This design comes from an exercise in tuning for small area on the open sky130 flow, not from production work. In this exercise RTL edits were held to simulation tests only and were not proved equivalent to the original. Power and IR drop assume default switching activity.

### standard.sh
#!/bin/bash
# synth_recipe.tcl (not shown) runs the flow's synth.tcl, then flattens the netlist and writes it again
# the make line also repeats each setting of config.mk as NAME=value (left out here)
make -C /OpenROAD-flow-scripts/flow DESIGN_CONFIG=/design/flow/config.mk WORK_HOME=/design/flow/orfs CLKGATE_MAP_FILE= SYNTH_SCRIPT=/design/flow/synth_recipe.tcl "${@:-finish}"
### flow/abc_map.script
strash
&get -n
&deepsyn -T 30
&nf -R 1000 -p -F 10 -C 32
&put
topo
stime -c
### design.v
`timescale 1ns / 1ps
module prbs9(enable, o_bit, rst, clk);
    output  o_bit;
    input   enable;
    input   clk;
    input   rst;
    parameter SEED = 9'b110101010;
    reg [8:0] buffer;
    always @(posedge clk) begin
        if (rst)
            buffer <= SEED;
        else if (enable)
            buffer <= {buffer[0] ^ buffer[4], buffer[8:1]};
    end
    assign o_bit = buffer[0];
endmodule
`timescale 1ns / 1ps
module tx(i_tx, enable, o_tx, clk, rst);
    output [7:0] o_tx;
    input   i_tx;
    input   clk;
    input   rst;
    input   enable;
    reg [23:0] buffer_in;
    reg [1:0]  phase;
    reg        zero;
    always @(posedge clk) begin
        if (rst) begin
            buffer_in <= 24'd0;
            phase     <= 2'd3;
            zero      <= 1'b1;
        end else if (enable) begin
            buffer_in <= {i_tx, buffer_in[23:1]};
            phase     <= phase + 2'd1;
            zero      <= 1'b0;
        end
    end
    wire [7:0] t0 = (buffer_in[3] ? (buffer_in[7] ? (buffer_in[11] ? (buffer_in[15] ? (buffer_in[19] ? 8'h3e : 8'h3a) : (buffer_in[19] ? 8'h4c : 8'h48)) : (buffer_in[15] ? (buffer_in[19] ? 8'hae : 8'haa) : (buffer_in[19] ? 8'hbc : 8'hb8))) : (buffer_in[11] ? (buffer_in[15] ? (buffer_in[19] ? 8'h4c : 8'h48) : (buffer_in[19] ? 8'h5a : 8'h56)) : (buffer_in[15] ? (buffer_in[19] ? 8'hbc : 8'hb8) : (buffer_in[19] ? 8'hca : 8'hc6)))) : (buffer_in[7] ? (buffer_in[11] ? (buffer_in[15] ? (buffer_in[19] ? 8'h3a : 8'h36) : (buffer_in[19] ? 8'h48 : 8'h44)) : (buffer_in[15] ? (buffer_in[19] ? 8'haa : 8'ha6) : (buffer_in[19] ? 8'hb8 : 8'hb4))) : (buffer_in[11] ? (buffer_in[15] ? (buffer_in[19] ? 8'h48 : 8'h44) : (buffer_in[19] ? 8'h56 : 8'h52)) : (buffer_in[15] ? (buffer_in[19] ? 8'hb8 : 8'hb4) : (buffer_in[19] ? 8'hc6 : 8'hc2)))));
    wire [7:0] t1 = (buffer_in[0] ? (buffer_in[8] ? (buffer_in[12] ? (buffer_in[16] ? 8'h3b : 8'h51) : (buffer_in[16] ? 8'hbf : 8'hd5)) : (buffer_in[12] ? (buffer_in[16] ? 8'h27 : 8'h3d) : (buffer_in[16] ? 8'hab : 8'hc1))) : (buffer_in[8] ? (buffer_in[12] ? (buffer_in[16] ? 8'h3f : 8'h55) : (buffer_in[16] ? 8'hc3 : 8'hd9)) : (buffer_in[12] ? (buffer_in[16] ? 8'h2b : 8'h41) : (buffer_in[16] ? 8'haf : 8'hc5))));
    wire [7:0] t2 = (buffer_in[1] ? (buffer_in[5] ? (buffer_in[9] ? (buffer_in[13] ? (buffer_in[17] ? (buffer_in[21] ? 8'h3e : 8'h40) : (buffer_in[21] ? 8'h48 : 8'h4a)) : (buffer_in[17] ? (buffer_in[21] ? 8'hf4 : 8'hf6) : (buffer_in[21] ? 8'hfe : 8'h00))) : (buffer_in[13] ? (buffer_in[17] ? (buffer_in[21] ? 8'hf4 : 8'hf6) : (buffer_in[21] ? 8'hfe : 8'h00)) : (buffer_in[17] ? (buffer_in[21] ? 8'haa : 8'hac) : (buffer_in[21] ? 8'hb4 : 8'hb6)))) : (buffer_in[9] ? (buffer_in[13] ? (buffer_in[17] ? (buffer_in[21] ? 8'h48 : 8'h4a) : (buffer_in[21] ? 8'h52 : 8'h54)) : (buffer_in[17] ? (buffer_in[21] ? 8'hfe : 8'h00) : (buffer_in[21] ? 8'h08 : 8'h0a))) : (buffer_in[13] ? (buffer_in[17] ? (buffer_in[21] ? 8'hfe : 8'h00) : (buffer_in[21] ? 8'h08 : 8'h0a)) : (buffer_in[17] ? (buffer_in[21] ? 8'hb4 : 8'hb6) : (buffer_in[21] ? 8'hbe : 8'hc0))))) : (buffer_in[5] ? (buffer_in[9] ? (buffer_in[13] ? (buffer_in[17] ? (buffer_in[21] ? 8'h40 : 8'h42) : (buffer_in[21] ? 8'h4a : 8'h4c)) : (buffer_in[17] ? (buffer_in[21] ? 8'hf6 : 8'hf8) : (buffer_in[21] ? 8'h00 : 8'h02))) : (buffer_in[13] ? (buffer_in[17] ? (buffer_in[21] ? 8'hf6 : 8'hf8) : (buffer_in[21] ? 8'h00 : 8'h02)) : (buffer_in[17] ? (buffer_in[21] ? 8'hac : 8'hae) : (buffer_in[21] ? 8'hb6 : 8'hb8)))) : (buffer_in[9] ? (buffer_in[13] ? (buffer_in[17] ? (buffer_in[21] ? 8'h4a : 8'h4c) : (buffer_in[21] ? 8'h54 : 8'h56)) : (buffer_in[17] ? (buffer_in[21] ? 8'h00 : 8'h02) : (buffer_in[21] ? 8'h0a : 8'h0c))) : (buffer_in[13] ? (buffer_in[17] ? (buffer_in[21] ? 8'h00 : 8'h02) : (buffer_in[21] ? 8'h0a : 8'h0c)) : (buffer_in[17] ? (buffer_in[21] ? 8'hb6 : 8'hb8) : (buffer_in[21] ? 8'hc0 : 8'hc2))))));
    wire [7:0] t3 = (buffer_in[6] ? (buffer_in[10] ? (buffer_in[14] ? (buffer_in[22] ? 8'h3b : 8'h3f) : (buffer_in[22] ? 8'h27 : 8'h2b)) : (buffer_in[14] ? (buffer_in[22] ? 8'hbf : 8'hc3) : (buffer_in[22] ? 8'hab : 8'haf))) : (buffer_in[10] ? (buffer_in[14] ? (buffer_in[22] ? 8'h51 : 8'h55) : (buffer_in[22] ? 8'h3d : 8'h41)) : (buffer_in[14] ? (buffer_in[22] ? 8'hd5 : 8'hd9) : (buffer_in[22] ? 8'hc1 : 8'hc5))));
    wire [7:0] s = phase[1] ? (phase[0] ? t3 : t2) : (phase[0] ? t1 : t0);
    assign o_tx = zero ? 8'd0 : s;
endmodule
`timescale 1ns / 1ps
module rx(clk, rst, enable, i_rx, i_sw, o_rx);
    input clk;
    input rst;
    input enable;
    input signed [7:0] i_rx;
    input [1:0] i_sw;
    output reg o_rx;
    reg [1:0] down_counter;
    reg sgn;
    reg [7:0] s1;
    reg [7:0] s2;
    reg [7:0] s3;
    reg [7:0] s4;
    reg [7:0] s5;
    reg [7:0] s6;
    reg [7:0] s7;
    reg [7:0] s8;
    reg [7:0] s9;
    reg [7:0] s10;
    reg [7:0] s11;
    reg [7:0] s12;
    reg [7:0] s13;
    reg [7:0] s14;
    reg [7:0] s15;
    reg [7:0] s16;
    reg [7:0] s17;
    reg [7:0] s18;
    reg [7:0] s19;
    reg [7:0] s20;
    reg [7:0] s21;
    reg [7:0] s22;
    reg [7:0] s23;
    wire n1 = s6[0] ^ s18[0];
    wire n2 = s6[0] & s18[0];
    wire n3 = (s6[1] ^ s18[1]) ^ n2;
    wire n4 = (s6[1] & (s18[1] | n2)) | (s18[1] & n2);
    wire n5 = (s6[2] ^ s18[2]) ^ n4;
    wire n6 = (s6[2] & (s18[2] | n4)) | (s18[2] & n4);
    wire n7 = (s6[3] ^ s18[3]) ^ n6;
    wire n8 = (s6[3] & (s18[3] | n6)) | (s18[3] & n6);
    wire n9 = (s6[4] ^ s18[4]) ^ n8;
    wire n10 = (s6[4] & (s18[4] | n8)) | (s18[4] & n8);
    wire n11 = (s6[5] ^ s18[5]) ^ n10;
    wire n12 = (s6[5] & (s18[5] | n10)) | (s18[5] & n10);
    wire n13 = (s6[6] ^ s18[6]) ^ n12;
    wire n14 = (s6[6] & (s18[6] | n12)) | (s18[6] & n12);
    wire n15 = (s6[7] ^ s18[7]) ^ n14;
    wire n16 = (s6[7] & (s18[7] | n14)) | (s18[7] & n14);
    wire n17 = s7[0] ^ s17[0];
    wire n18 = s7[0] & s17[0];
    wire n19 = (s7[1] ^ s17[1]) ^ n18;
    wire n20 = (s7[1] & (s17[1] | n18)) | (s17[1] & n18);
    wire n21 = (s7[2] ^ s17[2]) ^ n20;
    wire n22 = (s7[2] & (s17[2] | n20)) | (s17[2] & n20);
    wire n23 = (s7[3] ^ s17[3]) ^ n22;
    wire n24 = (s7[3] & (s17[3] | n22)) | (s17[3] & n22);
    wire n25 = (s7[4] ^ s17[4]) ^ n24;
    wire n26 = (s7[4] & (s17[4] | n24)) | (s17[4] & n24);
    wire n27 = (s7[5] ^ s17[5]) ^ n26;
    wire n28 = (s7[5] & (s17[5] | n26)) | (s17[5] & n26);
    wire n29 = (s7[6] ^ s17[6]) ^ n28;
    wire n30 = (s7[6] & (s17[6] | n28)) | (s17[6] & n28);
    wire n31 = (s7[7] ^ s17[7]) ^ n30;
    wire n32 = (s7[7] & (s17[7] | n30)) | (s17[7] & n30);
    wire n33 = s8[0] ^ s16[0];
    wire n34 = s8[0] & s16[0];
    wire n35 = (s8[1] ^ s16[1]) ^ n34;
    wire n36 = (s8[1] & (s16[1] | n34)) | (s16[1] & n34);
    wire n37 = (s8[2] ^ s16[2]) ^ n36;
    wire n38 = (s8[2] & (s16[2] | n36)) | (s16[2] & n36);
    wire n39 = (s8[3] ^ s16[3]) ^ n38;
    wire n40 = (s8[3] & (s16[3] | n38)) | (s16[3] & n38);
    wire n41 = (s8[4] ^ s16[4]) ^ n40;
    wire n42 = (s8[4] & (s16[4] | n40)) | (s16[4] & n40);
    wire n43 = (s8[5] ^ s16[5]) ^ n42;
    wire n44 = (s8[5] & (s16[5] | n42)) | (s16[5] & n42);
    wire n45 = (s8[6] ^ s16[6]) ^ n44;
    wire n46 = (s8[6] & (s16[6] | n44)) | (s16[6] & n44);
    wire n47 = (s8[7] ^ s16[7]) ^ n46;
    wire n48 = (s8[7] & (s16[7] | n46)) | (s16[7] & n46);
    wire n49 = s9[0] ^ s15[0];
    wire n50 = s9[0] & s15[0];
    wire n51 = (s9[1] ^ s15[1]) ^ n50;
    wire n52 = (s9[1] & (s15[1] | n50)) | (s15[1] & n50);
    wire n53 = (s9[2] ^ s15[2]) ^ n52;
    wire n54 = (s9[2] & (s15[2] | n52)) | (s15[2] & n52);
    wire n55 = (s9[3] ^ s15[3]) ^ n54;
    wire n56 = (s9[3] & (s15[3] | n54)) | (s15[3] & n54);
    wire n57 = (s9[4] ^ s15[4]) ^ n56;
    wire n58 = (s9[4] & (s15[4] | n56)) | (s15[4] & n56);
    wire n59 = (s9[5] ^ s15[5]) ^ n58;
    wire n60 = (s9[5] & (s15[5] | n58)) | (s15[5] & n58);
    wire n61 = (s9[6] ^ s15[6]) ^ n60;
    wire n62 = (s9[6] & (s15[6] | n60)) | (s15[6] & n60);
    wire n63 = (s9[7] ^ s15[7]) ^ n62;
    wire n64 = (s9[7] & (s15[7] | n62)) | (s15[7] & n62);
    wire n65 = s10[0] ^ s14[0];
    wire n66 = s10[0] & s14[0];
    wire n67 = (s10[1] ^ s14[1]) ^ n66;
    wire n68 = (s10[1] & (s14[1] | n66)) | (s14[1] & n66);
    wire n69 = (s10[2] ^ s14[2]) ^ n68;
    wire n70 = (s10[2] & (s14[2] | n68)) | (s14[2] & n68);
    wire n71 = (s10[3] ^ s14[3]) ^ n70;
    wire n72 = (s10[3] & (s14[3] | n70)) | (s14[3] & n70);
    wire n73 = (s10[4] ^ s14[4]) ^ n72;
    wire n74 = (s10[4] & (s14[4] | n72)) | (s14[4] & n72);
    wire n75 = (s10[5] ^ s14[5]) ^ n74;
    wire n76 = (s10[5] & (s14[5] | n74)) | (s14[5] & n74);
    wire n77 = (s10[6] ^ s14[6]) ^ n76;
    wire n78 = (s10[6] & (s14[6] | n76)) | (s14[6] & n76);
    wire n79 = (s10[7] ^ s14[7]) ^ n78;
    wire n80 = (s10[7] & (s14[7] | n78)) | (s14[7] & n78);
    wire n81 = s11[0] ^ s13[0];
    wire n82 = s11[0] & s13[0];
    wire n83 = (s11[1] ^ s13[1]) ^ n82;
    wire n84 = (s11[1] & (s13[1] | n82)) | (s13[1] & n82);
    wire n85 = (s11[2] ^ s13[2]) ^ n84;
    wire n86 = (s11[2] & (s13[2] | n84)) | (s13[2] & n84);
    wire n87 = (s11[3] ^ s13[3]) ^ n86;
    wire n88 = (s11[3] & (s13[3] | n86)) | (s13[3] & n86);
    wire n89 = (s11[4] ^ s13[4]) ^ n88;
    wire n90 = (s11[4] & (s13[4] | n88)) | (s13[4] & n88);
    wire n91 = (s11[5] ^ s13[5]) ^ n90;
    wire n92 = (s11[5] & (s13[5] | n90)) | (s13[5] & n90);
    wire n93 = (s11[6] ^ s13[6]) ^ n92;
    wire n94 = (s11[6] & (s13[6] | n92)) | (s13[6] & n92);
    wire n95 = (s11[7] ^ s13[7]) ^ n94;
    wire n96 = (s11[7] & (s13[7] | n94)) | (s13[7] & n94);
    wire n97 = s1[3] ^ s23[3];
    wire n98 = s1[3] & s23[3];
    wire n99 = (s1[4] ^ s23[4]) ^ s2[5];
    wire n100 = (s1[4] & (s23[4] | s2[5])) | (s23[4] & s2[5]);
    wire n101 = s22[5] ^ s4[4];
    wire n102 = s22[5] & s4[4];
    wire n103 = (s1[5] ^ s23[5]) ^ s2[6];
    wire n104 = (s1[5] & (s23[5] | s2[6])) | (s23[5] & s2[6]);
    wire n105 = (s22[6] ^ s4[5]) ^ s20[5];
    wire n106 = (s22[6] & (s4[5] | s20[5])) | (s4[5] & s20[5]);
    wire n107 = n13 ^ n9;
    wire n108 = n13 & n9;
    wire n109 = (s1[6] ^ s23[6]) ^ s2[7];
    wire n110 = (s1[6] & (s23[6] | s2[7])) | (s23[6] & s2[7]);
    wire n111 = (s22[7] ^ s4[6]) ^ s20[6];
    wire n112 = (s22[7] & (s4[6] | s20[6])) | (s4[6] & s20[6]);
    wire n113 = (n15 ^ n11) ^ n31;
    wire n114 = (n15 & (n11 | n31)) | (n11 & n31);
    wire n115 = (s1[7] ^ s23[7]) ^ s4[7];
    wire n116 = (s1[7] & (s23[7] | s4[7])) | (s23[7] & s4[7]);
    wire n117 = (s20[7] ^ n16) ^ n13;
    wire n118 = (s20[7] & (n16 | n13)) | (n16 & n13);
    wire n119 = n32 ^ n31;
    wire n120 = n32 & n31;
    wire n121 = s1[0] ^ s23[0];
    wire n122 = s1[0] & s23[0];
    wire n123 = (s1[1] ^ s23[1]) ^ s2[2];
    wire n124 = (s1[1] & (s23[1] | s2[2])) | (s23[1] & s2[2]);
    wire n125 = (s22[2] ^ s4[1]) ^ s20[1];
    wire n126 = (s22[2] & (s4[1] | s20[1])) | (s4[1] & s20[1]);
    wire n127 = (s1[2] ^ s23[2]) ^ s2[3];
    wire n128 = (s1[2] & (s23[2] | s2[3])) | (s23[2] & s2[3]);
    wire n129 = (s22[3] ^ s4[2]) ^ s20[2];
    wire n130 = (s22[3] & (s4[2] | s20[2])) | (s4[2] & s20[2]);
    wire n131 = (n7 ^ n3) ^ n23;
    wire n132 = (n7 & (n3 | n23)) | (n3 & n23);
    wire n133 = (n21 ^ n17) ^ n33;
    wire n134 = (n21 & (n17 | n33)) | (n17 & n33);
    wire n135 = (n97 ^ s2[4]) ^ s22[4];
    wire n136 = (n97 & (s2[4] | s22[4])) | (s2[4] & s22[4]);
    wire n137 = (s4[3] ^ s20[3]) ^ n9;
    wire n138 = (s4[3] & (s20[3] | n9)) | (s20[3] & n9);
    wire n139 = (n5 ^ n25) ^ n23;
    wire n140 = (n5 & (n25 | n23)) | (n25 & n23);
    wire n141 = (n19 ^ n35) ^ n55;
    wire n142 = (n19 & (n35 | n55)) | (n35 & n55);
    wire n143 = (n51 ^ n73) ^ n69;
    wire n144 = (n51 & (n73 | n69)) | (n73 & n69);
    wire n145 = (n98 ^ n99) ^ n101;
    wire n146 = (n98 & (n99 | n101)) | (n99 & n101);
    wire n147 = (s20[4] ^ n11) ^ n7;
    wire n148 = (s20[4] & (n11 | n7)) | (n11 & n7);
    wire n149 = (n27 ^ n25) ^ n21;
    wire n150 = (n27 & (n25 | n21)) | (n25 & n21);
    wire n151 = (n37 ^ n57) ^ n53;
    wire n152 = (n37 & (n57 | n53)) | (n57 & n53);
    wire n153 = (n75 ^ n71) ^ n65;
    wire n154 = (n75 & (n71 | n65)) | (n71 & n65);
    wire n155 = (n100 ^ n102) ^ n103;
    wire n156 = (n100 & (n102 | n103)) | (n102 & n103);
    wire n157 = (n105 ^ n107) ^ n29;
    wire n158 = (n105 & (n107 | n29)) | (n107 & n29);
    wire n159 = (n27 ^ n23) ^ n39;
    wire n160 = (n27 & (n23 | n39)) | (n23 & n39);
    wire n161 = (n59 ^ n55) ^ n77;
    wire n162 = (n59 & (n55 | n77)) | (n55 & n77);
    wire n163 = (n73 ^ n67) ^ n81;
    wire n164 = (n73 & (n67 | n81)) | (n67 & n81);
    wire n165 = ~s12[3];
    wire n166 = (n45 ^ n91) ^ n165;
    wire n167 = (n45 & (n91 | n165)) | (n91 & n165);
    wire n168 = (n104 ^ n106) ^ n108;
    wire n169 = (n104 & (n106 | n108)) | (n106 & n108);
    wire n170 = (n109 ^ n111) ^ n113;
    wire n171 = (n109 & (n111 | n113)) | (n111 & n113);
    wire n172 = (n29 ^ n25) ^ n41;
    wire n173 = (n29 & (n25 | n41)) | (n25 & n41);
    wire n174 = (n61 ^ n57) ^ n79;
    wire n175 = (n61 & (n57 | n79)) | (n57 & n79);
    wire n176 = (n75 ^ n69) ^ n83;
    wire n177 = (n75 & (n69 | n83)) | (n69 & n83);
    wire n178 = ~s12[4];
    wire n179 = (n47 ^ n93) ^ n178;
    wire n180 = (n47 & (n93 | n178)) | (n93 & n178);
    wire n181 = (n110 ^ n112) ^ n114;
    wire n182 = (n110 & (n112 | n114)) | (n112 & n114);
    wire n183 = (n115 ^ n117) ^ n119;
    wire n184 = (n115 & (n117 | n119)) | (n117 & n119);
    wire n185 = (n27 ^ n43) ^ n63;
    wire n186 = (n27 & (n43 | n63)) | (n43 & n63);
    wire n187 = (n59 ^ n80) ^ n77;
    wire n188 = (n59 & (n80 | n77)) | (n80 & n77);
    wire n189 = (n71 ^ n85) ^ s12[5];
    wire n190 = (n71 & (n85 | s12[5])) | (n85 & s12[5]);
    wire n191 = n48 ^ n95;
    wire n192 = ~n48 | ~n95;
    wire n193 = (n116 ^ n118) ^ n120;
    wire n194 = (n116 & (n118 | n120)) | (n118 & n120);
    wire n195 = (n15 ^ n32) ^ n29;
    wire n196 = (n15 & (n32 | n29)) | (n32 & n29);
    wire n197 = (n45 ^ n64) ^ n61;
    wire n198 = (n45 & (n64 | n61)) | (n64 & n61);
    wire n199 = (n79 ^ n73) ^ n87;
    wire n200 = (n79 & (n73 | n87)) | (n73 & n87);
    wire n201 = n16 ^ n31;
    wire n202 = n16 & n31;
    wire n203 = (n121 ^ s2[1]) ^ s22[1];
    wire n204 = (n121 & (s2[1] | s22[1])) | (s2[1] & s22[1]);
    wire n205 = (s4[0] ^ s20[0]) ^ n3;
    wire n206 = (s4[0] & (s20[0] | n3)) | (s20[0] & n3);
    wire n207 = (n122 ^ n123) ^ n125;
    wire n208 = (n122 & (n123 | n125)) | (n123 & n125);
    wire n209 = (n5 ^ n1) ^ n21;
    wire n210 = (n5 & (n1 | n21)) | (n1 & n21);
    wire n211 = (n19 ^ n51) ^ n69;
    wire n212 = (n19 & (n51 | n69)) | (n51 & n69);
    wire n213 = (n124 ^ n126) ^ n127;
    wire n214 = (n124 & (n126 | n127)) | (n126 & n127);
    wire n215 = (n129 ^ n131) ^ n133;
    wire n216 = (n129 & (n131 | n133)) | (n131 & n133);
    wire n217 = (n53 ^ n49) ^ n71;
    wire n218 = (n53 & (n49 | n71)) | (n49 & n71);
    wire n219 = n67 ^ s12[0];
    wire n220 = n67 & s12[0];
    wire n221 = (n128 ^ n130) ^ n132;
    wire n222 = (n128 & (n130 | n132)) | (n130 & n132);
    wire n223 = (n134 ^ n135) ^ n137;
    wire n224 = (n134 & (n135 | n137)) | (n135 & n137);
    wire n225 = (n139 ^ n141) ^ n143;
    wire n226 = (n139 & (n141 | n143)) | (n141 & n143);
    wire n227 = n41 ^ n87;
    wire n228 = ~n41 | ~n87;
    wire n229 = (n136 ^ n138) ^ n140;
    wire n230 = (n136 & (n138 | n140)) | (n138 & n140);
    wire n231 = (n142 ^ n144) ^ n145;
    wire n232 = (n142 & (n144 | n145)) | (n144 & n145);
    wire n233 = (n147 ^ n149) ^ n151;
    wire n234 = (n147 & (n149 | n151)) | (n149 & n151);
    wire n235 = (s12[2] ^ n43) ^ n89;
    wire n236 = (s12[2] & (n43 | n89)) | (n43 & n89);
    wire n237 = (n146 ^ n148) ^ n150;
    wire n238 = (n146 & (n148 | n150)) | (n148 & n150);
    wire n239 = (n152 ^ n154) ^ s12[2];
    wire n240 = (n152 & (n154 | s12[2])) | (n154 & s12[2]);
    wire n241 = (n155 ^ n157) ^ n159;
    wire n242 = (n155 & (n157 | n159)) | (n157 & n159);
    wire n243 = (n161 ^ n163) ^ s12[0];
    wire n244 = (n161 & (n163 | s12[0])) | (n163 & s12[0]);
    wire n245 = (n156 ^ n158) ^ n160;
    wire n246 = (n156 & (n158 | n160)) | (n158 & n160);
    wire n247 = (n162 ^ n164) ^ n168;
    wire n248 = (n162 & (n164 | n168)) | (n164 & n168);
    wire n249 = (n170 ^ n172) ^ n174;
    wire n250 = (n170 & (n172 | n174)) | (n172 & n174);
    wire n251 = ~n176;
    wire n252 = (n167 ^ n179) ^ n251;
    wire n253 = (n167 & (n179 | n251)) | (n179 & n251);
    wire n254 = (n169 ^ n171) ^ n173;
    wire n255 = (n169 & (n171 | n173)) | (n171 & n173);
    wire n256 = (n175 ^ n177) ^ n181;
    wire n257 = (n175 & (n177 | n181)) | (n177 & n181);
    wire n258 = (n183 ^ n185) ^ n187;
    wire n259 = (n183 & (n185 | n187)) | (n185 & n187);
    wire n260 = ~n189;
    wire n261 = (n180 ^ n191) ^ n260;
    wire n262 = (n180 & (n191 | n260)) | (n191 & n260);
    wire n263 = (n182 ^ n184) ^ n186;
    wire n264 = (n182 & (n184 | n186)) | (n184 & n186);
    wire n265 = (n188 ^ n190) ^ n192;
    wire n266 = (n188 & (n190 | n192)) | (n190 & n192);
    wire n267 = (n193 ^ n195) ^ n197;
    wire n268 = (n193 & (n195 | n197)) | (n195 & n197);
    wire n269 = (n199 ^ s12[6]) ^ s12[3];
    wire n270 = (n199 & (s12[6] | s12[3])) | (s12[6] & s12[3]);
    wire n271 = (n194 ^ n196) ^ n198;
    wire n272 = (n194 & (n196 | n198)) | (n196 & n198);
    wire n273 = (n200 ^ n201) ^ n47;
    wire n274 = (n200 & (n201 | n47)) | (n201 & n47);
    wire n275 = (n63 ^ n80) ^ n75;
    wire n276 = (n63 & (n80 | n75)) | (n80 & n75);
    wire n277 = (n89 ^ s12[7]) ^ s12[4];
    wire n278 = (n89 & (s12[7] | s12[4])) | (s12[7] & s12[4]);
    wire n279 = (n202 ^ n32) ^ n48;
    wire n280 = (n202 & (n32 | n48)) | (n32 & n48);
    wire n281 = n64 ^ n77;
    wire n282 = n64 & n77;
    wire n283 = s2[0] ^ s22[0];
    wire n284 = s2[0] & s22[0];
    wire n285 = (n203 ^ n205) ^ n19;
    wire n286 = (n203 & (n205 | n19)) | (n205 & n19);
    wire n287 = (n17 ^ n49) ^ n67;
    wire n288 = (n17 & (n49 | n67)) | (n49 & n67);
    wire n289 = (n204 ^ n206) ^ n207;
    wire n290 = (n204 & (n206 | n207)) | (n206 & n207);
    wire n291 = (n209 ^ n211) ^ n65;
    wire n292 = (n209 & (n211 | n65)) | (n211 & n65);
    wire n293 = n37 ^ n83;
    wire n294 = n37 | n83;
    wire n295 = (n208 ^ n210) ^ n212;
    wire n296 = (n208 & (n210 | n212)) | (n210 & n212);
    wire n297 = (n213 ^ n215) ^ n217;
    wire n298 = (n213 & (n215 | n217)) | (n215 & n217);
    wire n299 = ~n219;
    wire n300 = (n299 ^ n39) ^ n85;
    wire n301 = (n299 & (n39 | n85)) | (n39 & n85);
    wire n302 = (n214 ^ n216) ^ n218;
    wire n303 = (n214 & (n216 | n218)) | (n216 & n218);
    wire n304 = (n220 ^ n221) ^ n223;
    wire n305 = (n220 & (n221 | n223)) | (n221 & n223);
    wire n306 = ~n227;
    wire n307 = (n306 ^ n225) ^ s12[1];
    wire n308 = (n306 & (n225 | s12[1])) | (n225 & s12[1]);
    wire n309 = (n222 ^ n224) ^ n226;
    wire n310 = (n222 & (n224 | n226)) | (n224 & n226);
    wire n311 = (n228 ^ n229) ^ n231;
    wire n312 = (n228 & (n229 | n231)) | (n229 & n231);
    wire n313 = ~n235;
    wire n314 = (n313 ^ n233) ^ n153;
    wire n315 = (n313 & (n233 | n153)) | (n233 & n153);
    wire n316 = (n230 ^ n232) ^ n234;
    wire n317 = (n230 & (n232 | n234)) | (n232 & n234);
    wire n318 = (n237 ^ n239) ^ n241;
    wire n319 = (n237 & (n239 | n241)) | (n239 & n241);
    wire n320 = ~n243;
    wire n321 = (n320 ^ n236) ^ n166;
    wire n322 = (n320 & (n236 | n166)) | (n236 & n166);
    wire n323 = (n238 ^ n240) ^ n242;
    wire n324 = (n238 & (n240 | n242)) | (n240 & n242);
    wire n325 = (n244 ^ n245) ^ n247;
    wire n326 = (n244 & (n245 | n247)) | (n245 & n247);
    wire n327 = ~n252;
    wire n328 = (n327 ^ n249) ^ s12[1];
    wire n329 = (n327 & (n249 | s12[1])) | (n249 & s12[1]);
    wire n330 = (n246 ^ n248) ^ n250;
    wire n331 = (n246 & (n248 | n250)) | (n248 & n250);
    wire n332 = (n254 ^ n256) ^ n258;
    wire n333 = (n254 & (n256 | n258)) | (n256 & n258);
    wire n334 = ~s12[2];
    wire n335 = (n334 ^ n253) ^ n261;
    wire n336 = (n334 & (n253 | n261)) | (n253 & n261);
    wire n337 = (n255 ^ n257) ^ n259;
    wire n338 = (n255 & (n257 | n259)) | (n257 & n259);
    wire n339 = (n263 ^ n265) ^ n267;
    wire n340 = (n263 & (n265 | n267)) | (n265 & n267);
    wire n341 = ~n269;
    wire n342 = (n341 ^ n262) ^ n96;
    wire n343 = (n341 & (n262 | n96)) | (n262 & n96);
    wire n344 = (n264 ^ n266) ^ n268;
    wire n345 = (n264 & (n266 | n268)) | (n266 & n268);
    wire n346 = (n270 ^ n271) ^ n273;
    wire n347 = (n270 & (n271 | n273)) | (n271 & n273);
    wire n348 = n275 ^ n277;
    wire n349 = n275 | n277;
    wire n350 = (n272 ^ n274) ^ n276;
    wire n351 = (n272 & (n274 | n276)) | (n274 & n276);
    wire n352 = (n278 ^ n279) ^ n281;
    wire n353 = (n278 & (n279 | n281)) | (n279 & n281);
    wire n354 = n91 ^ s12[5];
    wire n355 = n91 | s12[5];
    wire n356 = (n280 ^ n282) ^ n79;
    wire n357 = (n280 & (n282 | n79)) | (n282 & n79);
    wire n358 = (n283 ^ n1) ^ n17;
    wire n359 = (n283 & (n1 | n17)) | (n1 & n17);
    wire n360 = (n284 ^ n285) ^ n287;
    wire n361 = (n284 & (n285 | n287)) | (n285 & n287);
    wire n362 = n35 ^ n81;
    wire n363 = n35 | n81;
    wire n364 = (n286 ^ n288) ^ n289;
    wire n365 = (n286 & (n288 | n289)) | (n288 & n289);
    wire n366 = n291 ^ n293;
    wire n367 = n291 | n293;
    wire n368 = (n290 ^ n292) ^ n295;
    wire n369 = (n290 & (n292 | n295)) | (n292 & n295);
    wire n370 = ~n297;
    wire n371 = (n370 ^ n294) ^ n300;
    wire n372 = (n370 & (n294 | n300)) | (n294 & n300);
    wire n373 = (n296 ^ n298) ^ n302;
    wire n374 = (n296 & (n298 | n302)) | (n298 & n302);
    wire n375 = ~n301;
    wire n376 = (n375 ^ n304) ^ n307;
    wire n377 = (n375 & (n304 | n307)) | (n304 & n307);
    wire n378 = (n303 ^ n305) ^ n308;
    wire n379 = (n303 & (n305 | n308)) | (n305 & n308);
    wire n380 = (n309 ^ n311) ^ n314;
    wire n381 = (n309 & (n311 | n314)) | (n311 & n314);
    wire n382 = (n310 ^ n312) ^ n315;
    wire n383 = (n310 & (n312 | n315)) | (n312 & n315);
    wire n384 = ~n321;
    wire n385 = (n384 ^ n316) ^ n318;
    wire n386 = (n384 & (n316 | n318)) | (n316 & n318);
    wire n387 = (n317 ^ n319) ^ n323;
    wire n388 = (n317 & (n319 | n323)) | (n319 & n323);
    wire n389 = ~n322;
    wire n390 = (n389 ^ n325) ^ n328;
    wire n391 = (n389 & (n325 | n328)) | (n325 & n328);
    wire n392 = (n324 ^ n326) ^ n329;
    wire n393 = (n324 & (n326 | n329)) | (n326 & n329);
    wire n394 = ~n335;
    wire n395 = (n394 ^ n330) ^ n332;
    wire n396 = (n394 & (n330 | n332)) | (n330 & n332);
    wire n397 = (n331 ^ n333) ^ n337;
    wire n398 = (n331 & (n333 | n337)) | (n333 & n337);
    wire n399 = ~n339;
    wire n400 = (n399 ^ n336) ^ n342;
    wire n401 = (n399 & (n336 | n342)) | (n336 & n342);
    wire n402 = (n338 ^ n340) ^ n344;
    wire n403 = (n338 & (n340 | n344)) | (n340 & n344);
    wire n404 = ~n346;
    wire n405 = (n404 ^ n343) ^ n348;
    wire n406 = (n404 & (n343 | n348)) | (n343 & n348);
    wire n407 = (n345 ^ n347) ^ n349;
    wire n408 = (n345 & (n347 | n349)) | (n347 & n349);
    wire n409 = ~n354;
    wire n410 = (n409 ^ n350) ^ n352;
    wire n411 = (n409 & (n350 | n352)) | (n350 & n352);
    wire n412 = (n351 ^ n353) ^ n355;
    wire n413 = (n351 & (n353 | n355)) | (n353 & n355);
    wire n414 = (n356 ^ n93) ^ s12[6];
    wire n415 = (n356 & (n93 | s12[6])) | (n93 & s12[6]);
    wire n416 = (n357 ^ n80) ^ n95;
    wire n417 = (n357 & (n80 | n95)) | (n80 & n95);
    wire n418 = n358 ^ n65;
    wire n419 = n358 & n65;
    wire n420 = (n359 ^ n360) ^ n362;
    wire n421 = (n359 & (n360 | n362)) | (n360 & n362);
    wire n422 = ~n361;
    wire n423 = (n363 ^ n366) ^ n422;
    wire n424 = (n363 & (n366 | n422)) | (n366 & n422);
    wire n425 = (n365 ^ n367) ^ n368;
    wire n426 = (n365 & (n367 | n368)) | (n367 & n368);
    wire n427 = (n369 ^ n373) ^ n376;
    wire n428 = (n369 & (n373 | n376)) | (n373 & n376);
    wire n429 = (n374 ^ n377) ^ n378;
    wire n430 = (n374 & (n377 | n378)) | (n377 & n378);
    wire n431 = (n379 ^ n381) ^ n382;
    wire n432 = (n379 & (n381 | n382)) | (n381 & n382);
    wire n433 = (n383 ^ n386) ^ n387;
    wire n434 = (n383 & (n386 | n387)) | (n386 & n387);
    wire n435 = (n388 ^ n391) ^ n392;
    wire n436 = (n388 & (n391 | n392)) | (n391 & n392);
    wire n437 = (n393 ^ n396) ^ n397;
    wire n438 = (n393 & (n396 | n397)) | (n396 & n397);
    wire n439 = ~n398;
    wire n440 = (n401 ^ n405) ^ n439;
    wire n441 = (n401 & (n405 | n439)) | (n405 & n439);
    wire n442 = (n403 ^ n407) ^ n410;
    wire n443 = (n403 & (n407 | n410)) | (n407 & n410);
    wire n444 = (n408 ^ n411) ^ n412;
    wire n445 = (n408 & (n411 | n412)) | (n411 & n412);
    wire n446 = (n413 ^ n415) ^ n416;
    wire n447 = (n413 & (n415 | n416)) | (n415 & n416);
    wire n448 = n417 ^ n96;
    wire n449 = n417 & n96;
    wire n450 = n419 ^ n420;
    wire n451 = n419 | n420;
    wire n452 = ~n423;
    wire n453 = (n452 ^ n421) ^ n364;
    wire n454 = (n452 & (n421 | n364)) | (n421 & n364);
    wire n455 = ~n425;
    wire n456 = (n455 ^ n424) ^ n371;
    wire n457 = (n455 & (n424 | n371)) | (n424 & n371);
    wire n458 = ~n372;
    wire n459 = (n458 ^ n426) ^ n427;
    wire n460 = (n458 & (n426 | n427)) | (n426 & n427);
    wire n461 = (n428 ^ n429) ^ n380;
    wire n462 = (n428 & (n429 | n380)) | (n429 & n380);
    wire n463 = (n430 ^ n431) ^ n385;
    wire n464 = (n430 & (n431 | n385)) | (n431 & n385);
    wire n465 = (n432 ^ n433) ^ n390;
    wire n466 = (n432 & (n433 | n390)) | (n433 & n390);
    wire n467 = (n434 ^ n435) ^ n395;
    wire n468 = (n434 & (n435 | n395)) | (n435 & n395);
    wire n469 = ~n400;
    wire n470 = (n469 ^ n436) ^ n437;
    wire n471 = (n469 & (n436 | n437)) | (n436 & n437);
    wire n472 = ~n440;
    wire n473 = (n472 ^ n438) ^ n402;
    wire n474 = (n472 & (n438 | n402)) | (n438 & n402);
    wire n475 = ~n442;
    wire n476 = (n475 ^ n441) ^ n406;
    wire n477 = (n475 & (n441 | n406)) | (n441 & n406);
    wire n478 = (n443 ^ n444) ^ n414;
    wire n479 = (n443 & (n444 | n414)) | (n444 & n414);
    wire n480 = (n445 ^ n446) ^ s12[7];
    wire n481 = (n445 & (n446 | s12[7])) | (n446 & s12[7]);
    wire n482 = n447 ^ n448;
    wire n483 = n447 | n448;
    wire n484 = n418 ^ n33;
    wire n485 = n418 | n33;
    wire n486 = ~n418;
    wire n487 = (n486 ^ n450) ^ n485;
    wire n488 = (n486 & (n450 | n485)) | (n450 & n485);
    wire n489 = ~n488;
    wire n490 = (n451 ^ n453) ^ n489;
    wire n491 = (n451 & (n453 | n489)) | (n453 & n489);
    wire n492 = ~n456;
    wire n493 = (n454 ^ n492) ^ n491;
    wire n494 = (n454 & (n492 | n491)) | (n492 & n491);
    wire n495 = ~n457;
    wire n496 = (n495 ^ n459) ^ n494;
    wire n497 = (n495 & (n459 | n494)) | (n459 & n494);
    wire n498 = (n460 ^ n461) ^ n497;
    wire n499 = (n460 & (n461 | n497)) | (n461 & n497);
    wire n500 = (n462 ^ n463) ^ n499;
    wire n501 = (n462 & (n463 | n499)) | (n463 & n499);
    wire n502 = (n464 ^ n465) ^ n501;
    wire n503 = (n464 & (n465 | n501)) | (n465 & n501);
    wire n504 = (n466 ^ n467) ^ n503;
    wire n505 = (n466 & (n467 | n503)) | (n467 & n503);
    wire n506 = (n468 ^ n470) ^ n505;
    wire n507 = (n468 & (n470 | n505)) | (n470 & n505);
    wire n508 = (n471 ^ n473) ^ n507;
    wire n509 = (n471 & (n473 | n507)) | (n473 & n507);
    wire n510 = ~n476;
    wire n511 = (n474 ^ n510) ^ n509;
    wire n512 = (n474 & (n510 | n509)) | (n510 & n509);
    wire n513 = ~n477;
    wire n514 = (n513 ^ n478) ^ n512;
    wire n515 = (n513 & (n478 | n512)) | (n478 & n512);
    wire n516 = (n479 ^ n480) ^ n515;
    wire n517 = (n479 & (n480 | n515)) | (n480 & n515);
    wire n518 = ~n482;
    wire n519 = (n481 ^ n518) ^ n517;
    wire n520 = (n481 & (n518 | n517)) | (n518 & n517);
    wire neg = n449 ^ n483 ^ n520;
    always @(posedge clk) begin
        if (rst) begin
            s1 <= 8'h7f;
            s2 <= 8'h7f;
            s3 <= 8'h7f;
            s4 <= 8'h80;
            s5 <= 8'h80;
            s6 <= 8'h7f;
            s7 <= 8'h7f;
            s8 <= 8'h7f;
            s9 <= 8'h80;
            s10 <= 8'h80;
            s11 <= 8'h80;
            s12 <= 8'h80;
            s13 <= 8'h80;
            s14 <= 8'h80;
            s15 <= 8'h80;
            s16 <= 8'h7f;
            s17 <= 8'h7f;
            s18 <= 8'h7f;
            s19 <= 8'h7f;
            s20 <= 8'h80;
            s21 <= 8'h80;
            s22 <= 8'h7f;
            s23 <= 8'h7f;
            sgn <= 1'b0;
            o_rx <= 1'b0;
            down_counter <= 2'd0;
        end else if (enable) begin
            s1 <= i_rx ^ 8'h7f;
            s2 <= s1;
            s3 <= s2;
            s4 <= s3 ^ 8'hff;
            s5 <= s4;
            s6 <= s5 ^ 8'hff;
            s7 <= s6;
            s8 <= s7;
            s9 <= s8 ^ 8'hff;
            s10 <= s9;
            s11 <= s10;
            s12 <= s11;
            s13 <= s12;
            s14 <= s13;
            s15 <= s14;
            s16 <= s15 ^ 8'hff;
            s17 <= s16;
            s18 <= s17;
            s19 <= s18;
            s20 <= s19 ^ 8'hff;
            s21 <= s20;
            s22 <= s21 ^ 8'hff;
            s23 <= s22;
            sgn <= neg;
            down_counter <= down_counter + 2'd1;
            if (down_counter == i_sw)
                o_rx <= ~sgn;
        end
    end
endmodule
`timescale 1ns / 1ps
module ber(clk, rst, enable, clk_count, i_prbs, i_rx, o_err);
    input  clk;
    input  rst;
    input  enable;
    input  [1:0] clk_count;
    input  i_prbs;
    input  i_rx;
    output o_err;
    reg [512:0] ring;
    reg [3:0] cap;
    reg       o_error;
    reg [8:0] count;
    reg       started;
    reg       error;
    reg [8:0] ber_shift;
    assign o_err = o_error;
    wire [31:0] taps;
    genvar g;
    generate
        for (g = 0; g < 32; g = g + 1) begin : g_tap
            assign taps[g] = ring[16*g];
        end
    endgenerate
    wire       tap    = taps[ber_shift[6:2]];
    wire [1:0] wslot  = count[1:0] - 2'd1;
    wire [1:0] rslot  = count[1:0] - ber_shift[1:0] - 2'd1;
    wire       now    = (ber_shift[1:0] == 2'd0) & (ber_shift[8:7] == 2'd3);
    wire       hist   = now ? tap : cap[rslot];
    wire       valid  = started;
    wire       miss   = (valid & hist) ^ i_prbs;
    wire       last   = (ber_shift == ~count);
    always @(posedge clk) begin
        ring <= {ring[511:0], enable ? i_rx : ring[512]};
        if (clk_count == {~ber_shift[8], ber_shift[7]})
            cap[wslot] <= tap;
    end
    always @(posedge clk) begin
        if (rst) begin
            o_error   <= 1'b0;
            count     <= 9'd0;
            started   <= 1'b0;
            error     <= 1'b0;
            ber_shift <= 9'd0;
        end else if (enable) begin
            count <= count + 9'd1;
            started <= 1'b1;
            error <= error | miss;
            if (last) begin
                if (!error) begin
                    o_error <= 1'b1;
                    error   <= miss;
                end else begin
                    ber_shift <= ber_shift + 9'd1;
                    error     <= 1'b0;
                    o_error   <= 1'b0;
                end
            end
        end
    end
endmodule
`timescale 1ns / 1ps
module top_level(
                rst,
                CLK100MHZ,
                i_switch,
                o_led,
                o_tx,
                o_rx
                );
    input       rst;
    input       CLK100MHZ;
    input [3:0] i_switch;
    output      o_led;
    output [7:0] o_tx;
    output      o_rx;
    parameter SEED   = 9'b110101010;
    wire        o_prbs;
    wire        reset;
    reg [1:0]   clk_count;
    reg         enable;
    assign reset  = ~rst;
    always @(posedge CLK100MHZ) begin
        if (reset) begin
            clk_count <= 2'd0;
            enable    <= 1'b0;
        end else begin
            clk_count <= clk_count + 2'd1;
            enable    <= (clk_count == 2'd0);
        end
    end
    prbs9 #(.SEED(SEED)) prbs_r(
        .clk   (CLK100MHZ),
        .enable(enable),
        .rst   (reset),
        .o_bit (o_prbs)
    );
    tx tx_r(
        .clk   (CLK100MHZ),
        .rst   (reset),
        .enable(i_switch[0]),
        .i_tx  (o_prbs),
        .o_tx  (o_tx)
    );
    rx rx_r(
        .clk   (CLK100MHZ),
        .rst   (reset),
        .enable(i_switch[1]),
        .i_rx  (o_tx),
        .i_sw  (i_switch[2:1]),
        .o_rx  (o_rx)
    );
    ber ber_r(
        .clk      (CLK100MHZ),
        .rst      (reset),
        .enable   (enable),
        .clk_count(clk_count),
        .i_prbs   (o_prbs),
        .i_rx     (o_rx),
        .o_err    (o_led)
    );
endmodule
### config.mk
export PLATFORM = sky130hd
export DESIGN_NAME = top_level
export DESIGN_NICKNAME = top_level
export VERILOG_FILES = /design/flow/design.v
export SDC_FILE = /design/flow/constraint.sdc
export NUM_CORES = 4
export LEC_CHECK = 0
export ABC_AREA = 1
export CAP_MARGIN = 20
export CORE_MARGIN = 2
export CORE_UTILIZATION = 75
export CTS_BUF_LIST = sky130_fd_sc_hd__clkbuf_8
export CTS_CLUSTER_DIAMETER = 60
export CTS_CLUSTER_SIZE = 18
export SLEW_MARGIN = 20
### constraint.sdc
create_clock -name core_clock -period 10.0 [get_ports {CLK100MHZ}]
set_input_delay 2.0000 -clock core_clock [delete_from_list [all_inputs] [get_ports {CLK100MHZ}]]
set_output_delay 2.0000 -clock core_clock [all_outputs]
set_load 0.01 [all_outputs]
### flow/run.sh
#!/bin/bash
# Layout flow: the standard flow with two changes to synthesis:
# - the quick "abc -fast" pass at the end of Yosys's fine stage is skipped, so
#   that extract_fa sees the full adders of the RTL as written (abc -fast
#   restructures them and extract_fa then surrounds the adders it finds with
#   inverters);
# - the final technology mapping uses flow/abc_map.script, an area-oriented
#   ABC script, instead of ORFS's abc_area.script.
# Everything else, including the naming and flattening of synth_recipe.tcl and
# all steps after synthesis, is the standard flow.
set -euo pipefail
W=$PWD
ABC_SCRIPT="$W/flow/abc_map.script"
sed -e 's/synth -top \$::env(DESIGN_NAME) -run fine: {\*}\$synth_full_args/synth -top $::env(DESIGN_NAME) -run fine: -noabc {*}$synth_full_args/' \
    -e "s#^source \$::env(SCRIPTS_DIR)/synth_preamble.tcl\$#&\nset my_i [expr {[lsearch \$abc_args -script] + 1}]\nset abc_args [lreplace \$abc_args \$my_i \$my_i $ABC_SCRIPT]#" \
    "$FLOW_HOME/scripts/synth.tcl" > "$W/synth_custom.tcl"
grep -q -- '-run fine: -noabc' "$W/synth_custom.tcl" || { echo "could not patch synth.tcl (abc -fast)" >&2; exit 1; }
grep -q -- "$ABC_SCRIPT" "$W/synth_custom.tcl" || { echo "could not patch synth.tcl (abc script)" >&2; exit 1; }
sed "s#source \$::env(SCRIPTS_DIR)/synth.tcl#source $W/synth_custom.tcl#" synth_recipe.tcl > "$W/synth_recipe_custom.tcl"
grep -q "synth_custom.tcl" "$W/synth_recipe_custom.tcl" || { echo "could not patch synth_recipe.tcl" >&2; exit 1; }
bash standard.sh SYNTH_SCRIPT="$W/synth_recipe_custom.tcl" finish > "$W/flow_make.log" 2>&1
==> reports/metrics.cfg, run 1 <==
[sta]
fin_crit_sh_pct = 96.1
relSlewSlack_pct = 32.5
fin_hold_ws_ns = 0.314
hold_viol = 0
fmax_mhz = 104
finalCriticalPeriod_ns = 9.61
rsz0062_at_grt = false
tns_ns = 0
drv_slew = 0
setup_violations = 0
worst_pin_slew_ns = 1.01
skew_ns = 0.0343

[logic_synthesis]
synthAdderAreaFrac_pct = 19.3
yosysMostFrequentCell = dfxtp_1
synth_simple_gate_area_share_pct = 3.76
yosys_warnings = 5
yosys_register_bits = 765
synth.area.top_cells = dfxtp_1 (64%), fa_1 (17%), a22o_1 (3.2%)
synthArstFlopShare_pct = 0
synth_top_family_by_area = adder cells
synth.avg_cell_area_um2 = 14.4
synth_seq_area_share_pct = 64.7
post-synth-top-area-fraction_pct = 64.2
ys.flop_type = dfxtp_1
syn_nets = 1899
postSynthCellCount = 1654
synth_xor_area_share_pct = 0.701
muxShareOfSynthArea_pct = 0.274
synth_edf_count = 4
synth_compound_area_share_pct = 9.73
syn_area_um2 = 23700
synth_commonest_cells = dfxtp_1 (761), fa_1 (202), clkinv_1 (100)
synth_largest_area_cell = dfxtp_1
yosysUniqueCellTypes = 47

[routing]
drt_wl_total_um = 42600
wl_per_cell_um = 19.9
vias = 12297
avgViaCountPerCell = 5.73
drc = 0
drt_iter0_drc = 770
postRouteAntennaNets = 0
drt_pass1_iterations = 8

[finish]
post-route-cell-area_um2 = 25400
layout.nets = 1975
drive_gt1_share_pct = 5.51
area_growth_pct = 7.01

[power]
p_seq_share_pct = 64.9
combPwrFrac_pct = 5.4
cellLeakagePower_nw = 9.70
switchingPower_mw = 1.07
p_sw_share_pct = 22.3
ir_drop_uv = 175
p_int_mw = 3.72
p_clk_share_pct = 29.7
power_density_nw_per_um2 = 188
total_power_mw = 4.79

[run]
maxCapViolations = 0

[cts]
tritoncts = yes
htree_levels = 2
cts.sinks = 765
cts_buffer_depth = 3
cts_made_buffers = 50
insertion_delay_ns = 0.63
root_buffer = clkbuf_8
cts.reportedPaths.clkPinSlew_ns = 0.12

[min_path]
min-delay-start = ber_r.ring[113]
hold_class = register to register

[worst_setup_path]
crit_start = rx_r.s17[0]
arrival_ns = 10.18
worst-path-max-fanout = 3
rrSetupSlack_ns = 0.39
crit_buf_inv = 2
cp_slowest_cell = fa_2
cp_top_family = adder cells
worstSetupEndpointType = register
crit_type = register to register
cp-start-kind = register
critPathMaxStageDelay_ns = 0.63
cp_data_required_time_ns = 10.57
reg2reg_from = rx_r.s17[0]

[grt]
grt_util_all_layers_pct = 27.3
grt_first_pass_wirelength_um = 69700
antenna_found_initial = 1
grt_pass1_vias = 13157
grt_overflow = 0
grt_max_degree = 99

[floorplan]
pin_count = 16
row_count = 65
core_area_um2 = 31400
dieHeight_um = 182
dieArea_um2 = 33100
start_util_pct = 75.6
die_x_um = 182

[status]
outcome = no timing/DRC/antenna violations

[placement]
hpwl_um = 30100
portBuffers = 14
placed_area_um2 = 24400
place.gp.congestion = 0.862

==> worst paths after layout <==
path                endpoint  cells after the start
max                 rx_r.sgn                     31
min          ber_r.ring[114]                      0
max reg2reg         rx_r.sgn                     31
min reg2reg  ber_r.ring[114]                      0
==> cell type report <==
cell class / count / area (µm²)
fill: 1645 / 5980
tap: 402 / 503
multi-input combinational: 789 / 8080
clock buffer: 52 / 716
timing repair buffer: 24 / 235
antenna: 1 / 2.50
clock inverter: 12 / 140
sequential: 765 / 15400
inverter: 100 / 375
==> sequential cells by signal, indices dropped and copies added, names as in the netlist, 9 cells and up <==
signal and flops:
ber_r.ring 513, tx_r.buffer_in 24, ber_r.count 9, prbs_r.buffer 9, ber_r.ber_shift 9
==> placed cells by master, fill, tap and decap left out, types with 5 or more instances in the layout <==
cell type,Yosys,routed
dfxtp_1,761,761
fa_1,202,186
clkinv_1,100,100
a22o_1,88,88
nor2_1,73,72
a21oi_1,69,68
o22a_1,67,67
nand2_1,63,62
o21ai_0,55,54
clkbuf_8,0,52
ha_1,37,37
fa_2,0,16
nand3_1,14,14
clkdlybuf4s50_1,0,14
xnor2_1,10,10
nor2b_1,10,10
xor2_1,9,9
nor3_1,9,9
buf_4,0,9
and3_1,8,8
a222oi_1,7,7
and2_0,8,7
nand2b_1,7,6
maj3_1,7,5
==> cells by family after synthesis <==
group                      after synthesis
AOI/OAI and AO/OA                      318
buffers and inverters                  100
muxes                                    5
and+or+nand+nor                        201
adders and majority gates              246
DFF                                    765
xor gates and xnor gates                19
==> repair_timing <==
item,4_1_cts,5_1_grt
resized for setup,8,13
hold buffers,0,0
setup endpoints to repair,1,1
pin swaps,4,10
buffers inserted,1,2
==> metrics by stage <==
stage / worst slack (ns) / util (%) / cells
floorplan: 0.446 / - / 1654
CTS: 0.00704 / 80.7 / 2141
finish: 0.394 / 80.9 / 2145
detailed placement: -0.143 / 77.9 / 2076
global route: 0.0234 / 80.9 / 2144
global placement: 0.0788 / 77.9 / 2076
==> per-layer routing <==
layer	routed length (µm)	vias to the layer above	GRT usage [%]	share of wire, %
met5	0	-	0	0
met4	1670	0	9.81	3.9
met3	1780	125	3.57	4.2
met2	21200	331	46.5	50
met1	18000	6126	36.6	42
li1	-	5715	-	-
==> power by group through the flow <==
stage               registers [mW]  logic, mW  clock network (mW)
floorplan                     3.16      0.182                   0
global placement              3.17      0.235                   0
detailed placement            3.18      0.252                   0
CTS                           3.11      0.255                1.44
global route                  3.11      0.296                1.55
finish                        3.11      0.260                1.42
==> inputs of run 2 (changes only) <==
--- a/config.mk
+++ b/config.mk
@@ -10,5 +10,5 @@
 export CORE_MARGIN = 2
 export CORE_UTILIZATION = 75
-export CTS_BUF_LIST = sky130_fd_sc_hd__clkbuf_8
+export CTS_BUF_LIST = sky130_fd_sc_hd__clkbuf_4 sky130_fd_sc_hd__clkbuf_8
 export CTS_CLUSTER_DIAMETER = 60
 export CTS_CLUSTER_SIZE = 18
==> run 2 against run 1 <==
  * Via count is essentially flat
  * Setup slack improved by 0.0024 ns
  * Register-to-register slack barely moved
  * Still clean on timing, DRC and antenna
  * Total power rose by 0.30%
  * Routed wire length is essentially flat
  * Critical endpoint unchanged
  * Die area unchanged
  * Clock skew barely moved
  * Clock power about the same
==> reports/metrics.cfg, run 2 <==
[status]
outcome = no timing/DRC/antenna violations

[routing]
vias = 12298  ; +0.0081%
drt_iter0_drc = 787  ; +2.2%
avgViaCountPerCell = 5.73  ; about the same
drc = 0  ; unchanged
wl_per_cell_um = 19.9  ; about the same
postRouteAntennaNets = 0  ; unchanged
drt_wl_total_um = 42700  ; about the same
drt_pass1_iterations = 7  ; -1

[floorplan]
start_util_pct = 75.6  ; unchanged
row_count = 65  ; unchanged
die_x_um = 182  ; unchanged
dieHeight_um = 182  ; unchanged
dieArea_um2 = 33100  ; unchanged
pin_count = 16  ; unchanged
core_area_um2 = 31400  ; unchanged

[worst_setup_path]
arrival_ns = 10.17  ; about the same
worst-path-max-fanout = 3  ; unchanged
critPathMaxStageDelay_ns = 0.63  ; about the same
cp_slowest_cell = fa_2
crit_start = rx_r.s17[0]
crit_type = register to register
cp_top_family = adder cells
worstSetupEndpointType = register
reg2reg_from = rx_r.s17[0]
crit_buf_inv = 2  ; unchanged
cp-start-kind = register
cp_data_required_time_ns = 10.57  ; about the same

[logic_synthesis]
yosysMostFrequentCell = dfxtp_1
yosysUniqueCellTypes = 47  ; unchanged
synth_largest_area_cell = dfxtp_1
synth_commonest_cells = dfxtp_1 (761), fa_1 (202), clkinv_1 (100)
syn_area_um2 = 23700  ; unchanged
synthArstFlopShare_pct = 0  ; unchanged
synth.avg_cell_area_um2 = 14.4  ; unchanged
yosys_register_bits = 765  ; unchanged
synth_seq_area_share_pct = 64.7  ; unchanged
syn_nets = 1899  ; unchanged
ys.flop_type = dfxtp_1
synth.area.top_cells = dfxtp_1 (64%), fa_1 (17%), a22o_1 (3.2%)
postSynthCellCount = 1654  ; unchanged
synth_edf_count = 4  ; unchanged
post-synth-top-area-fraction_pct = 64.2  ; unchanged
yosys_warnings = 5  ; unchanged

[cts]
root_buffer = clkbuf_8
cts_buffer_depth = 3  ; unchanged
cts_made_buffers = 50  ; unchanged
cts.reportedPaths.clkPinSlew_ns = 0.12  ; about the same
htree_levels = 2  ; unchanged
insertion_delay_ns = 0.63  ; about the same
cts.sinks = 765  ; unchanged
holdBufCountCts = 0  ; unchanged
tritoncts = yes

[sta]
hold_viol = 0  ; unchanged
fin_crit_sh_pct = 96.0  ; about the same
fin_hold_ws_ns = 0.316  ; +0.00164 ns
rsz0062_at_grt = false
setup_violations = 0  ; unchanged
finalCriticalPeriod_ns = 9.60  ; -0.00240 ns
skew_ns = 0.0345  ; +0.000259 ns
drv_slew = 0  ; unchanged
relSlewSlack_pct = 32.9  ; +0.47 points
fmax_mhz = 104  ; about the same
worst_pin_slew_ns = 1.01  ; -0.00703 ns
fin_ws_ns = 0.396  ; +0.00240 ns
tns_ns = 0  ; unchanged

[min_path]
hold_class = register to register
min-delay-start = ber_r.ring[113]

[finish]
drive_gt1_share_pct = 5.68  ; +0.17 points
fill_cells = 1639  ; -0.36%
layout.nets = 1975  ; unchanged
area_growth_pct = 7.06  ; about the same
final_common_cell = dfxtp_1
reg_top3 = ber_r.ring (513), tx_r.buffer_in (24)
largest_register = ber_r.ring
largest_register_ffs = 513  ; unchanged
layout_common_cells = dfxtp_1 (761), fa_1 (186), clkinv_1 (100)

[power]
power_density_nw_per_um2 = 189  ; +0.25%
cellLeakagePower_nw = 9.70  ; about the same
ir_drop_uv = 174  ; -0.32%
total_power_mw = 4.80  ; +0.30%

[placement]
place_ws_ns = -0.143  ; unchanged
hpwl_um = 30100  ; unchanged
portBuffers = 14  ; unchanged
place.gp.congestion = 0.862  ; unchanged

[grt]
grt_pass1_vias = 13157  ; unchanged
grt_util_all_layers_pct = 27.3  ; about the same
grt_first_pass_wirelength_um = 69700  ; about the same
grt_max_degree = 99  ; unchanged
grt_overflow = 0  ; unchanged
antenna_found_initial = 1  ; unchanged

[run]
maxCapViolations = 0  ; unchanged

==> run 2: cell counts after synthesis <==
Identical to the previous run, type by type.
==> run 2: cell type report <==
cell class | instances | area [µm²] | share of cell area [%]
diodes | 1 | 2.50 | 0.00984
well taps | 402 | 503 | 1.98
inverters | 100 | 375 | 1.48
clock buffers | 55 | 738 | 2.90
clock inverters | 9 | 129 | 0.507
flip-flops and latches | 765 | 15400 | 60.4
multi-input cells | 789 | 8080 | 31.8
repair buffers | 24 | 235 | 0.925
==> run 2: metal layers <==
metal,wire length (µm),track usage [%]
met1,18000,36.5
met2,21200,46.3
met3,1810,3.55
met4,1670,10.0
met5,0,0
==> run 2: cells by family after synthesis <==
kind of cell	after synthesis	synth area share [%]
and+or+nand+nor	201	3.76
xor gates and xnor gates	19	0.701
muxes	5	0.274
DFF	765	64.7
buffers and inverters	100	1.58
adders and majority gates	246	19.3
AOI/OAI and AO/OA	318	9.73
==> run 2: worst reg2reg max path: cells and delay by family (launching register included) <==
family,cells,cell delay (ns)
buffers and inverters,2,0.16
and+or+nand+nor,3,0.29
DFF,1,0.34
AOI/OAI and AO/OA,7,0.63
adders and majority gates,19,8.12
==> run 2: power breakdown <==
group / total (mW) / internal (mW) / switching, mW
Combinational: 0.260 / 0.109 / 0.151
Clock: 1.44 / 0.549 / 0.887
Sequential: 3.11 / 3.08 / 0.0309
Total: 4.80 / 3.73 / 1.07
==> run 2: path summary, 6_finish.rpt <==
check	to	slack (ns)	cells after the start
max	rx_r.sgn	0.40	31
min	ber_r.ring[114]	0.32	0
max reg2reg	rx_r.sgn	0.40	31
min reg2reg	ber_r.ring[114]	0.32	0
==> run 2: repair_timing <==
action,CTS,global route
pin swaps,4,10
setup buffers,1,2
endpoints found under the setup margin,1,1
gates resized for setup,8,13
==> run 2: stage by stage <==
stage	cell area [µm²]	utilization (%)	std cells
4_1_cts	25300	80.7	2141
3_5_place_dp	24400	77.9	2076
2_1_floorplan	23700	-	1654
3_3_place_gp	24400	77.9	2076
5_1_grt	25400	81.0	2144
6_report	25400	81.0	2145
==> inputs of run 3 (changes only) <==
--- a/config.mk
+++ b/config.mk
@@ -10,6 +10,6 @@
 export CORE_MARGIN = 2
 export CORE_UTILIZATION = 75
-export CTS_BUF_LIST = sky130_fd_sc_hd__clkbuf_4 sky130_fd_sc_hd__clkbuf_8
-export CTS_CLUSTER_DIAMETER = 60
-export CTS_CLUSTER_SIZE = 18
+export CTS_BUF_LIST = sky130_fd_sc_hd__clkbuf_8
+export CTS_CLUSTER_DIAMETER = 80
+export CTS_CLUSTER_SIZE = 16
 export SLEW_MARGIN = 20
==> run 3 against run 2 <==
  * Largest cell class unchanged
  * Critical path depth down 1
  * Die area unchanged
  * Via count decreased by 0.13%
  * Core utilization shrank 0.26 points
  * Setup slack got worse by 0.015 ns
  * Hold slack got worse by 0.013 ns
==> reports/metrics.cfg, run 3 <==
[routing]
drt_iter0_drc = 754  ; -4.2%
drt_wl_total_um = 42500  ; -0.39%
avgViaCountPerCell = 5.74  ; +0.15%
vias = 12282  ; -0.13%
postRouteAntennaNets = 0  ; unchanged
drc = 0  ; unchanged
drt_pass1_iterations = 7  ; unchanged
wl_per_cell_um = 19.9  ; -0.11%

[status]
outcome = no timing/DRC/antenna violations

[power]
cellLeakagePower_nw = 9.66  ; -0.38%
power_density_nw_per_um2 = 186  ; -1.3%
ir_drop_uv = 191  ; +9.8%

[cts]
cts.reportedPaths.clkPinSlew_ns = 0.10  ; -0.02 ns
cts.sinks = 765  ; unchanged
holdBufCountCts = 0  ; unchanged
cts_made_buffers = 53  ; +6.0%
cts_buffer_depth = 3  ; unchanged
htree_levels = 2  ; unchanged
insertion_delay_ns = 0.64  ; about the same
root_buffer = clkbuf_8
tritoncts = yes

[finish]
num_antenna_cells = 0  ; -1
largest_register_ffs = 513  ; unchanged
fin_cells = 2139  ; -0.28%
drive_gt1_share_pct = 5.35  ; -0.33 points
area_growth_pct = 6.72
largest_register = ber_r.ring
final_common_cell = dfxtp_1
reg_top3 = ber_r.ring (513), tx_r.buffer_in (24)
fin_util_pct = 80.7  ; -0.26 points
layout.nets = 1978  ; +0.15%
layout_common_cells = dfxtp_1 (761), fa_1 (185), clkinv_1 (100)

[sta]
finalCriticalPeriod_ns = 9.62  ; +0.0145 ns
hold_viol = 0  ; unchanged
fmax_mhz = 104  ; -0.15%
worst_pin_slew_ns = 1.05  ; +0.0449 ns
drv_slew = 0  ; unchanged
setup_violations = 0  ; unchanged
fin_ws_ns = 0.382  ; -0.0145 ns
tns_ns = 0  ; unchanged
rsz0062_at_grt = false
relSlewSlack_pct = 29.3  ; -3.6 points
fin_crit_sh_pct = 96.2  ; +0.15 points
skew_ns = 0.0370  ; +0.00245 ns

[worst_setup_path]
crit_type = register to register
worstSetupEndpointType = register
critPathMaxStageDelay_ns = 0.63  ; about the same
cp_data_required_time_ns = 10.57  ; about the same
arrival_ns = 10.19  ; +0.02 ns
cp_common_cell = fa_1
cp-start-kind = register
worst-path-max-fanout = 3  ; unchanged
cp_top_family = adder cells
crit_buf_inv = 2  ; unchanged
cp_slowest_cell = fa_2

[logic_synthesis]
synth_largest_area_cell = dfxtp_1
postSynthCellCount = 1654  ; unchanged
synth_commonest_cells = dfxtp_1 (761), fa_1 (202), clkinv_1 (100)
syn_area_um2 = 23700  ; unchanged
ys.flop_type = dfxtp_1
post-synth-top-area-fraction_pct = 64.2  ; unchanged
synth.area.top_cells = dfxtp_1 (64%), fa_1 (17%), a22o_1 (3.2%)
synth.avg_cell_area_um2 = 14.4  ; unchanged
synth_seq_area_share_pct = 64.7  ; unchanged
synthArstFlopShare_pct = 0  ; unchanged
yosys_register_bits = 765  ; unchanged
yosysMostFrequentCell = dfxtp_1
synth_edf_count = 4  ; unchanged
syn_nets = 1899  ; unchanged
yosysUniqueCellTypes = 47  ; unchanged
yosys_warnings = 5  ; unchanged

[floorplan]
row_count = 65  ; unchanged
dieHeight_um = 182  ; unchanged
pin_count = 16  ; unchanged
die_x_um = 182  ; unchanged
core_area_um2 = 31400  ; unchanged
start_util_pct = 75.6  ; unchanged
dieArea_um2 = 33100  ; unchanged

[run]
maxCapViolations = 0  ; unchanged

[placement]
hpwl_um = 30100  ; unchanged
place_ws_ns = -0.143  ; unchanged
place.gp.congestion = 0.862  ; unchanged
placed_cells = 2076  ; unchanged
portBuffers = 14  ; unchanged

[min_path]
hold_class = register to register

[grt]
grt_pass1_vias = 13202  ; +0.34%
grt_max_degree = 99  ; unchanged
antenna_found_initial = 1  ; unchanged
grt_overflow = 0  ; unchanged
grt_first_pass_wirelength_um = 69400  ; -0.37%
grt_util_all_layers_pct = 27.1  ; -0.11 points

-- run 3: metrics by stage --
stage	power, mW	instance area (µm²)	hold slack, ns
after floorplan	3.35	23700	0.310
after global placement	3.41	24400	0.310
after detailed placement	3.43	24400	0.312
after CTS	4.75	25300	0.308
after global routing	4.89	25300	0.315
final	4.72	25300	0.302
-- run 3: cells by family after synthesis --
logic type | Yosys count | share of synthesized area (%)
mux | 5 | 0.274
fa+ha+maj | 246 | 19.3
simple gates | 201 | 3.76
buf+inv | 100 | 1.58
compound gates | 318 | 9.73
flops | 765 | 64.7
xor+xnor | 19 | 0.701
-- run 3: cell type report --
class,instances,area (µm²)
flip-flops and latches,765,15400
repair buffers,24,235
fillers,1639,6050
multi-input cells,789,8080
clock buffers,53,729
well taps,402,503
clock inverters,6,57.6
inverters,100,375
-- run 3: worst paths after layout --
kind	from	end	slack [ns]	cells past startpoint
setup / recovery	rx_r.s14[0]	rx_r.sgn	0.38	30
hold / removal	ber_r.ring[306]	ber_r.ring[307]	0.30	0
setup reg to reg	rx_r.s14[0]	rx_r.sgn	0.38	30
hold reg to reg	ber_r.ring[306]	ber_r.ring[307]	0.30	0
-- run 3: layer usage --
| metal | vias up | global-route usage [%] | wire [µm] |
|---|---|---|---|
| met5 | - | 0 | 0 |
| met4 | 0 | 10.3 | 1700 |
| met3 | 122 | 3.89 | 1710 |
| met1 | 6143 | 35.9 | 17900 |
| met2 | 314 | 46.3 | 21200 |
| li1 | 5703 | - | - |
-- run 3: where the power goes --
part	total (mW)	switching [mW]	leakage [nW]	internal, mW
combinational	0.267	0.157	3.07	0.110
sequential	3.11	0.0304	6.17	3.08
clock	1.35	0.864	0.417	0.487
-- run 3: timing repair --
action / in CTS / in global routing
pin swaps: 4 / 9
gates resized for setup: 11 / 11
endpoints found under the hold margin: 0 / 0
setup endpoints to repair: 1 / 1
buffers inserted: 2 / 1

separate check: timing with driven ports:
Ports are ideal in the flow. The routed layouts listed here were re-timed in OpenROAD. Step 1 (the two cells are an assumption about what drives the block):
set clk [get_ports {CLK100MHZ}]
set_driving_cell -lib_cell sky130_fd_sc_hd__clkbuf_16 $clk
set_driving_cell -lib_cell sky130_fd_sc_hd__buf_2 [delete_from_list [all_inputs] $clk]
Step 2 also shifts input and output timing later by t, the mid clock arrival at the registers, as if the neighbouring blocks saw the same clock. Three values: no drivers, after step 1, after step 2; two values: the first two.
run	t, ns	slack for setup (ns)	clock arrival spread, ns	worst slew at a driven data input, ns
run 1	0.659	0.394 / 0.394 / 0.394	0.037 / 0.037	0.03
run 2	0.659	0.396 / 0.396 / 0.396	0.036 / 0.036	0.03
run 3	0.667	0.382 / 0.382 / 0.382	0.041 / 0.041	0.03
After both steps every run listed still meets setup and hold.
